Source: an optimization exercise on an open RTL-to-GDS flow (aim: small area and a short achievable clock period). Production flows keep margins and buffers that such runs may drop. Function was checked by simulation only, so behaviour that the tests miss may differ from the original. The clock port is modelled as an ideal driver; clocking choices that lean on that would not hold on a real chip.

run 1:
## reed_solomon_top
module reed_solomon_top(
    input  wire       clk,
    input  wire       rst_n,
    input  wire [7:0] data_in,
    output wire [7:0] code_out
);
Size: about 750 cells after synthesis, ~18 I/O pins, ~11,000 um2 of cells after synthesis.
==> flow/config.mk <==
export PLATFORM = sky130hd
export DESIGN_NAME = reed_solomon_top
export DESIGN_NICKNAME = reed_solomon_top
export VERILOG_FILES = /design/flow/design.v
export SDC_FILE = /design/flow/constraint.sdc
export NUM_CORES = 4
export LEC_CHECK = 0
export CAP_MARGIN = 20
export CORE_MARGIN = 2
export CORE_UTILIZATION = 40
export CTS_CLUSTER_DIAMETER = 100
export CTS_CLUSTER_SIZE = 24
export SETUP_SLACK_MARGIN = 1.9
export SLEW_MARGIN = 20
export SYNTH_HIERARCHICAL = 1
export SYNTH_MINIMUM_KEEP_SIZE = 0
==> flow/constraint.sdc <==
create_clock -name core_clock -period 4.0 [get_ports {clk}]
set_input_delay 0.8000 -clock core_clock [delete_from_list [all_inputs] [get_ports {clk}]]
set_output_delay 0.8000 -clock core_clock [all_outputs]
set_load 0.01 [all_outputs]
standard.sh (not shown) runs the stock make flow with config.mk's settings and CLKGATE_MAP_FILE= SYNTH_SCRIPT=/design/flow/synth_recipe.tcl, a recipe that flattens the netlist after the stock synthesis.
==> flow/flow/run.sh <==
#!/bin/bash
set -euo pipefail
HERE=$(pwd)
CTS="-sink_clustering_enable -repair_clock_nets -sink_clustering_size 24 -sink_clustering_max_diameter 100 -dont_use_dummy_load"
DU="sky130_fd_sc_hd__probe_p_8 sky130_fd_sc_hd__probec_p_8 sky130_fd_sc_hd__lpflow_bleeder_1 sky130_fd_sc_hd__lpflow_clkbufkapwr_1 sky130_fd_sc_hd__lpflow_clkbufkapwr_16 sky130_fd_sc_hd__lpflow_clkbufkapwr_2 sky130_fd_sc_hd__lpflow_clkbufkapwr_4 sky130_fd_sc_hd__lpflow_clkbufkapwr_8 sky130_fd_sc_hd__lpflow_clkinvkapwr_1 sky130_fd_sc_hd__lpflow_clkinvkapwr_16 sky130_fd_sc_hd__lpflow_clkinvkapwr_2 sky130_fd_sc_hd__lpflow_clkinvkapwr_4 sky130_fd_sc_hd__lpflow_clkinvkapwr_8 sky130_fd_sc_hd__lpflow_decapkapwr_12 sky130_fd_sc_hd__lpflow_decapkapwr_3 sky130_fd_sc_hd__lpflow_decapkapwr_4 sky130_fd_sc_hd__lpflow_decapkapwr_6 sky130_fd_sc_hd__lpflow_decapkapwr_8 sky130_fd_sc_hd__lpflow_inputiso0n_1 sky130_fd_sc_hd__lpflow_inputiso0p_1 sky130_fd_sc_hd__lpflow_inputiso1n_1 sky130_fd_sc_hd__lpflow_inputiso1p_1 sky130_fd_sc_hd__lpflow_inputisolatch_1 sky130_fd_sc_hd__lpflow_isobufsrc_1 sky130_fd_sc_hd__lpflow_isobufsrc_16 sky130_fd_sc_hd__lpflow_isobufsrc_2 sky130_fd_sc_hd__lpflow_isobufsrc_4 sky130_fd_sc_hd__lpflow_isobufsrc_8 sky130_fd_sc_hd__lpflow_isobufsrckapwr_16 sky130_fd_sc_hd__lpflow_lsbuf_lh_hl_isowell_tap_1 sky130_fd_sc_hd__lpflow_lsbuf_lh_hl_isowell_tap_2 sky130_fd_sc_hd__lpflow_lsbuf_lh_hl_isowell_tap_4 sky130_fd_sc_hd__lpflow_lsbuf_lh_isowell_4 sky130_fd_sc_hd__lpflow_lsbuf_lh_isowell_tap_1 sky130_fd_sc_hd__lpflow_lsbuf_lh_isowell_tap_2 sky130_fd_sc_hd__lpflow_lsbuf_lh_isowell_tap_4 sky130_fd_sc_hd__xor2_4 sky130_fd_sc_hd__xnor2_4"
ARGS=("SKIP_INCREMENTAL_REPAIR=1" "BUFFER_PORTS_ARGS=-buffer_cell sky130_fd_sc_hd__buf_2" "CTS_ARGS=$CTS" "DONT_USE_CELLS=$DU")
bash standard.sh "${ARGS[@]}" cts > standard_cts.log 2>&1
RES=$HERE/orfs/results/sky130hd/reed_solomon_top/base
MARGIN=$(sed -n 's/^export SETUP_SLACK_MARGIN *= *//p' config.mk)
RES=$RES TARGET=$MARGIN LIB=$FLOW_HOME/platforms/sky130hd/lib/sky130_fd_sc_hd__tt_025C_1v80.lib \
  openroad -no_init -exit flow/recover.tcl > recover.log 2>&1
bash standard.sh "${ARGS[@]}" finish > standard.log 2>&1
==> flow/flow/recover.tcl <==
# Area recovery after CTS: remove data-path buffers (not port buffers), then downsize
# combinational cells (never flip-flops or clock cells), one at a time, keeping each change
# only if the worst setup slack stays at or above the target and no max-slew /
# max-capacitance violation appears.
set res $::env(RES)
set target $::env(TARGET)
read_db $res/4_cts.odb
read_liberty $::env(LIB)
read_sdc $res/4_cts.sdc
source $::env(FLOW_HOME)/platforms/sky130hd/setRC.tcl
set_propagated_clock [all_clocks]
estimate_parasitics -placement
report_design_area
report_worst_slack
# never ask for more than the slack timing repair reached
set ws [expr {[sta::worst_slack_cmd max]*1e9}]
if {$ws < $target} { set target [expr {$ws - 0.005}] }
puts "recovery target slack $target"

set slew0 [sta::max_slew_violation_count]
set cap0 [sta::max_capacitance_violation_count]
proc try_remove_buffer {name target} {
  set block [ord::get_db_block]
  set dbi [$block findInst $name]
  set in_it [$dbi findITerm A]; set out_it [$dbi findITerm X]
  if {$in_it == "NULL" || $out_it == "NULL"} { return 0 }
  set nin [$in_it getNet]; set nout [$out_it getNet]
  if {$nin == "NULL" || $nout == "NULL"} { return 0 }
  if {[llength [$nout getBTerms]] > 0 || [llength [$nin getBTerms]] > 0} { return 0 }
  set loads {}
  foreach it [$nout getITerms] { if {[$it getInst] != $dbi} { lappend loads $it } }
  foreach it $loads { $it disconnect; $it connect $nin }
  estimate_parasitics -placement
  if {[sta::worst_slack_cmd max] >= $target*1e-9 && [sta::max_slew_violation_count] <= $::slew0 && [sta::max_capacitance_violation_count] <= $::cap0} {
    $in_it disconnect
    odb::dbInst_destroy $dbi
    odb::dbNet_destroy $nout
    return 1
  }
  foreach it $loads { $it disconnect; $it connect $nout }
  estimate_parasitics -placement
  return 0
}
proc smaller_cells {name} {
  if {![regexp {^(sky130_fd_sc_hd__)(.*)_([0-9]+)$} $name -> pre base drv]} { return {} }
  set out {}
  foreach d {0 1 2 4 6 8 12 16} {
    if {$d >= $drv} break
    set c "${pre}${base}_$d"
    if {[llength [get_lib_cells -quiet */$c]] > 0} { lappend out $c }
  }
  return $out
}
proc remove_pass {target} {
  set nb 0
  foreach inst [get_cells *] {
    set lc [get_property $inst ref_name]
    if {![regexp {__buf_[0-9]+$} $lc]} continue
    set nm [get_full_name $inst]
    if {[regexp {^(input|output)} $nm]} continue
    if {[try_remove_buffer $nm $target]} { puts "removed buffer $nm"; incr nb }
  }
  puts "removed $nb buffers"
  return $nb
}
proc downsize_pass {target} {
  set n 0
  foreach inst [get_cells *] {
    set lc [get_property $inst ref_name]
    if {[regexp {df|clkbuf|clkinv|dly|tap|fill|decap} $lc]} continue
    foreach c [smaller_cells $lc] {
      replace_cell $inst [lindex [get_lib_cells */$c] 0]
      estimate_parasitics -placement
      if {[sta::worst_slack_cmd max] >= $target*1e-9 && [sta::max_slew_violation_count] <= $::slew0 && [sta::max_capacitance_violation_count] <= $::cap0} {
        puts "resized [get_full_name $inst] $lc -> $c"
        incr n
        break
      }
      replace_cell $inst [lindex [get_lib_cells */$lc] 0]
      estimate_parasitics -placement
    }
  }
  puts "downsized $n instances"
  return $n
}
for {set pass 0} {$pass < 3} {incr pass} {
  set k [expr {[remove_pass $target] + [downsize_pass $target]}]
  report_design_area
  if {$k == 0} break
}
report_design_area
report_worst_slack
write_db $res/4_cts.odb
Run 1 finished end to end and its layout was clean on timing, DRC and antenna.
Inputs modified between run 1 and run 2:
--- a/flow/config.mk
+++ b/flow/config.mk
@@ -12,0 +13 @@
+export GPL_ROUTABILITY_DRIVEN = 0
Results
Run 2 | status: complete | timing, DRC, antenna: pass
Global-route usage: run 2 vs run 1 identical
Changes observed in run 2 relative to run 1: final cycle utilization of the critical path neither gained nor lost much; starting DRC count in detailed routing neither gained nor lost much; cell count neither gained nor lost much; maximum number of buffers from clock root to sink neither gained nor lost much; post-CTS setup-driven buffer insertion count neither gained nor lost much.
Reported for run 2 and run 1, via count of the first global-routing pass turned out identical to the last digit.
Reported for run 2 and run 1, routed wire length turned out identical to the last digit.
Via count: run 1 vs run 2 identical
The hold slack was comparable across run 2 and run 1.
Comparing run 1 against run 2, there is no change at all in utilization.
#### Input delta (run 3 over run 2)
--- a/flow/flow/recover.tcl
+++ b/flow/flow/recover.tcl
@@ -43,0 +44,10 @@
+set nb 0
+foreach inst [get_cells *] {
+  set lc [get_property $inst ref_name]
+  if {![regexp {__buf_[0-9]+$} $lc]} continue
+  set nm [get_full_name $inst]
+  if {[regexp {^(input|output)} $nm]} continue
+  if {[try_remove_buffer $nm $target]} { puts "removed buffer $nm"; incr nb }
+}
+puts "removed $nb buffers"
+
@@ -54,8 +64,21 @@
-proc remove_pass {target} {
-  set nb 0
-  foreach inst [get_cells *] {
-    set lc [get_property $inst ref_name]
-    if {![regexp {__buf_[0-9]+$} $lc]} continue
-    set nm [get_full_name $inst]
-    if {[regexp {^(input|output)} $nm]} continue
-    if {[try_remove_buffer $nm $target]} { puts "removed buffer $nm"; incr nb }
+set insts {}
+foreach inst [get_cells *] {
+  set lc [get_property $inst ref_name]
+  if {[regexp {df|clkbuf|clkinv|dly|tap|fill|decap} $lc]} continue
+  if {[llength [smaller_cells $lc]] == 0} continue
+  lappend insts $inst
+}
+puts "candidates: [llength $insts]"
+set n 0
+foreach inst $insts {
+  set lc [get_property $inst ref_name]
+  foreach c [smaller_cells $lc] {
+    replace_cell $inst [lindex [get_lib_cells */$c] 0]
+    estimate_parasitics -placement
+    if {[sta::worst_slack_cmd max] >= $target*1e-9 && [sta::max_slew_violation_count] <= $slew0 && [sta::max_capacitance_violation_count] <= $cap0} {
+      puts "resized [get_full_name $inst] $lc -> $c"
+      incr n
+      break
+    }
+    replace_cell $inst [lindex [get_lib_cells */$lc] 0]
+    estimate_parasitics -placement
@@ -63,2 +85,0 @@
-  puts "removed $nb buffers"
-  return $nb
@@ -66,25 +87 @@
-proc downsize_pass {target} {
-  set n 0
-  foreach inst [get_cells *] {
-    set lc [get_property $inst ref_name]
-    if {[regexp {df|clkbuf|clkinv|dly|tap|fill|decap} $lc]} continue
-    foreach c [smaller_cells $lc] {
-      replace_cell $inst [lindex [get_lib_cells */$c] 0]
-      estimate_parasitics -placement
-      if {[sta::worst_slack_cmd max] >= $target*1e-9 && [sta::max_slew_violation_count] <= $::slew0 && [sta::max_capacitance_violation_count] <= $::cap0} {
-        puts "resized [get_full_name $inst] $lc -> $c"
-        incr n
-        break
-      }
-      replace_cell $inst [lindex [get_lib_cells */$lc] 0]
-      estimate_parasitics -placement
-    }
-  }
-  puts "downsized $n instances"
-  return $n
-}
-for {set pass 0} {$pass < 3} {incr pass} {
-  set k [expr {[remove_pass $target] + [downsize_pass $target]}]
-  report_design_area
-  if {$k == 0} break
-}
+puts "downsized $n instances"
--- a/flow/config.mk
+++ b/flow/config.mk
@@ -13,2 +13 @@
-export GPL_ROUTABILITY_DRIVEN = 0
-export SETUP_SLACK_MARGIN = 1.9
+export SETUP_SLACK_MARGIN = 1.8
[summary]
- Run 3: no failed stages, no open violations at the end
- Slowest library cell on the worst path: buf_2 -> run 2, dfrtp_2 -> run 3
- Global-route usage ends up higher on run 2.
- [compare] base=run 2 new=run 3: number of global-route vias before repair has decreased; global-route wire length before repair has decreased.
- Between run 2 and run 3, the difference in HPWL reported at the end of detailed placement is negligible.
- Of run 2 and run 3, the run reporting the higher critical path data required time was run 2.
- Between run 2 and run 3, the number of cells on the worst reg-to-reg path is higher for run 2.
- Run 2 leaves more setup margin than run 3.
The inputs of run 4 differ from those of run 3 as listed below.
--- a/flow/flow/recover.tcl
+++ b/flow/flow/recover.tcl
@@ -44,10 +43,0 @@
-set nb 0
-foreach inst [get_cells *] {
-  set lc [get_property $inst ref_name]
-  if {![regexp {__buf_[0-9]+$} $lc]} continue
-  set nm [get_full_name $inst]
-  if {[regexp {^(input|output)} $nm]} continue
-  if {[try_remove_buffer $nm $target]} { puts "removed buffer $nm"; incr nb }
-}
-puts "removed $nb buffers"
-
@@ -64,6 +54,11 @@
-set insts {}
-foreach inst [get_cells *] {
-  set lc [get_property $inst ref_name]
-  if {[regexp {df|clkbuf|clkinv|dly|tap|fill|decap} $lc]} continue
-  if {[llength [smaller_cells $lc]] == 0} continue
-  lappend insts $inst
+proc remove_pass {target} {
+  set nb 0
+  foreach inst [get_cells *] {
+    set lc [get_property $inst ref_name]
+    if {![regexp {__buf_[0-9]+$} $lc]} continue
+    set nm [get_full_name $inst]
+    if {[regexp {^(input|output)} $nm]} continue
+    if {[try_remove_buffer $nm $target]} { puts "removed buffer $nm"; incr nb }
+  }
+  puts "removed $nb buffers"
+  return $nb
@@ -71,11 +66,15 @@
-puts "candidates: [llength $insts]"
-set n 0
-foreach inst $insts {
-  set lc [get_property $inst ref_name]
-  foreach c [smaller_cells $lc] {
-    replace_cell $inst [lindex [get_lib_cells */$c] 0]
-    estimate_parasitics -placement
-    if {[sta::worst_slack_cmd max] >= $target*1e-9 && [sta::max_slew_violation_count] <= $slew0 && [sta::max_capacitance_violation_count] <= $cap0} {
-      puts "resized [get_full_name $inst] $lc -> $c"
-      incr n
-      break
+proc downsize_pass {target} {
+  set n 0
+  foreach inst [get_cells *] {
+    set lc [get_property $inst ref_name]
+    if {[regexp {df|clkbuf|clkinv|dly|tap|fill|decap} $lc]} continue
+    foreach c [smaller_cells $lc] {
+      replace_cell $inst [lindex [get_lib_cells */$c] 0]
+      estimate_parasitics -placement
+      if {[sta::worst_slack_cmd max] >= $target*1e-9 && [sta::max_slew_violation_count] <= $::slew0 && [sta::max_capacitance_violation_count] <= $::cap0} {
+        puts "resized [get_full_name $inst] $lc -> $c"
+        incr n
+        break
+      }
+      replace_cell $inst [lindex [get_lib_cells */$lc] 0]
+      estimate_parasitics -placement
@@ -83,2 +81,0 @@
-    replace_cell $inst [lindex [get_lib_cells */$lc] 0]
-    estimate_parasitics -placement
@@ -85,0 +83,2 @@
+  puts "downsized $n instances"
+  return $n
@@ -87 +86,5 @@
-puts "downsized $n instances"
+for {set pass 0} {$pass < 3} {incr pass} {
+  set k [expr {[remove_pass $target] + [downsize_pass $target]}]
+  report_design_area
+  if {$k == 0} break
+}
--- a/flow/config.mk
+++ b/flow/config.mk
@@ -10 +10 @@
-export CORE_UTILIZATION = 40
+export CORE_UTILIZATION = 50
@@ -13 +13,2 @@
-export SETUP_SLACK_MARGIN = 1.8
+export PLACE_DENSITY = 0.75
+export SETUP_SLACK_MARGIN = 1.9
Notes after the runs:
Run 4 vs. run 3: average via count per standard cell increased 8.8%; synthesized netlist cell count essentially unchanged; initial cell density of the core increased 10 points.
For run 3, the commonest non-fill, non-tap cell in the layout was xor2_1, unlike run 4, where it was dfrtp_1.
Run 4 has final critical-path required period below what run 3 had.
Run 4 vs. run 3: headroom to the max-slew limit went down 9.3 points, number of pins with negative max-slew slack in the final report held.
met3 routed wirelength on run 4 is up relative to run 3.
The slowest library cell on the worst path comes out dfrtp_2 in one run and xor2_2 in the other, namely in run 3 and run 4 respectively.
[compare] base=run 3 new=run 4: die boundary height decreased 10%; wire length of the first global-routing pass decreased 3.6%.
#### Input delta (run 5 over run 4)
--- a/flow/flow/recover.tcl
+++ b/flow/flow/recover.tcl
@@ -43,0 +44,10 @@
+set nb 0
+foreach inst [get_cells *] {
+  set lc [get_property $inst ref_name]
+  if {![regexp {__buf_[0-9]+$} $lc]} continue
+  set nm [get_full_name $inst]
+  if {[regexp {^(input|output)} $nm]} continue
+  if {[try_remove_buffer $nm $target]} { puts "removed buffer $nm"; incr nb }
+}
+puts "removed $nb buffers"
+
@@ -54,8 +64,21 @@
-proc remove_pass {target} {
-  set nb 0
-  foreach inst [get_cells *] {
-    set lc [get_property $inst ref_name]
-    if {![regexp {__buf_[0-9]+$} $lc]} continue
-    set nm [get_full_name $inst]
-    if {[regexp {^(input|output)} $nm]} continue
-    if {[try_remove_buffer $nm $target]} { puts "removed buffer $nm"; incr nb }
+set insts {}
+foreach inst [get_cells *] {
+  set lc [get_property $inst ref_name]
+  if {[regexp {df|clkbuf|clkinv|dly|tap|fill|decap} $lc]} continue
+  if {[llength [smaller_cells $lc]] == 0} continue
+  lappend insts $inst
+}
+puts "candidates: [llength $insts]"
+set n 0
+foreach inst $insts {
+  set lc [get_property $inst ref_name]
+  foreach c [smaller_cells $lc] {
+    replace_cell $inst [lindex [get_lib_cells */$c] 0]
+    estimate_parasitics -placement
+    if {[sta::worst_slack_cmd max] >= $target*1e-9 && [sta::max_slew_violation_count] <= $slew0 && [sta::max_capacitance_violation_count] <= $cap0} {
+      puts "resized [get_full_name $inst] $lc -> $c"
+      incr n
+      break
+    }
+    replace_cell $inst [lindex [get_lib_cells */$lc] 0]
+    estimate_parasitics -placement
@@ -63,2 +85,0 @@
-  puts "removed $nb buffers"
-  return $nb
@@ -66,25 +87 @@
-proc downsize_pass {target} {
-  set n 0
-  foreach inst [get_cells *] {
-    set lc [get_property $inst ref_name]
-    if {[regexp {df|clkbuf|clkinv|dly|tap|fill|decap} $lc]} continue
-    foreach c [smaller_cells $lc] {
-      replace_cell $inst [lindex [get_lib_cells */$c] 0]
-      estimate_parasitics -placement
-      if {[sta::worst_slack_cmd max] >= $target*1e-9 && [sta::max_slew_violation_count] <= $::slew0 && [sta::max_capacitance_violation_count] <= $::cap0} {
-        puts "resized [get_full_name $inst] $lc -> $c"
-        incr n
-        break
-      }
-      replace_cell $inst [lindex [get_lib_cells */$lc] 0]
-      estimate_parasitics -placement
-    }
-  }
-  puts "downsized $n instances"
-  return $n
-}
-for {set pass 0} {$pass < 3} {incr pass} {
-  set k [expr {[remove_pass $target] + [downsize_pass $target]}]
-  report_design_area
-  if {$k == 0} break
-}
+puts "downsized $n instances"
--- a/flow/config.mk
+++ b/flow/config.mk
@@ -10 +10 @@
-export CORE_UTILIZATION = 50
+export CORE_UTILIZATION = 40
@@ -13,2 +13 @@
-export PLACE_DENSITY = 0.75
-export SETUP_SLACK_MARGIN = 1.9
+export SETUP_SLACK_MARGIN = 2.0
## What came out
Diff run 4 -> run 5: placer's final routability congestion estimate has increased.
Higher wire length reported by the detailed router was reported by run 5, not run 4.
Looking only at number of antenna violations at the first check in global routing, and setting everything else aside, the higher value of run 4 and run 5 goes to run 5.
Count of buffering cells on the critical path with inverters included (run 5 over run 4): increase, 1
Delta(post-route worst setup slack, run 5 - run 4) < 0

-- separate check: timing with driven ports --
Ports are ideal in the flow. The routed layouts listed here were re-timed in OpenROAD.
Step 1 sets driving cells, clkbuf_16 on the clock port and buf_2 on the other inputs (assumed; they add their load-dependent delay and slew).
Step 2 times the ports against the registers' clock, not the clock port: input delays grow and output delays shrink by t, the midpoint of the rising clock arrivals with the driver on.
Three values: ideal, step 1, step 2; two values: the first two.
run | shift t [ns] | slack for setup (ns) | worst setup path at the end | worst slew at a driven data input, ns
run 1 | 0.522 | 1.802 / 1.791 / 1.306 | input to register | 0.05
run 2 | 0.522 | 1.802 / 1.791 / 1.306 | input to register | 0.05
run 3 | 0.520 | 1.759 / 1.749 / 1.261 | input to register | 0.05
run 4 | 0.503 | 1.774 / 1.796 / 1.293 | input to register | 0.04
run 5 | 0.510 | 1.753 / 1.759 / 1.269 | input to register | 0.05
After both steps every run listed still meets setup and hold. The setup slack of run 3, which loses most, moves by -0.010 ns with the drivers and by -0.498 ns with both steps.
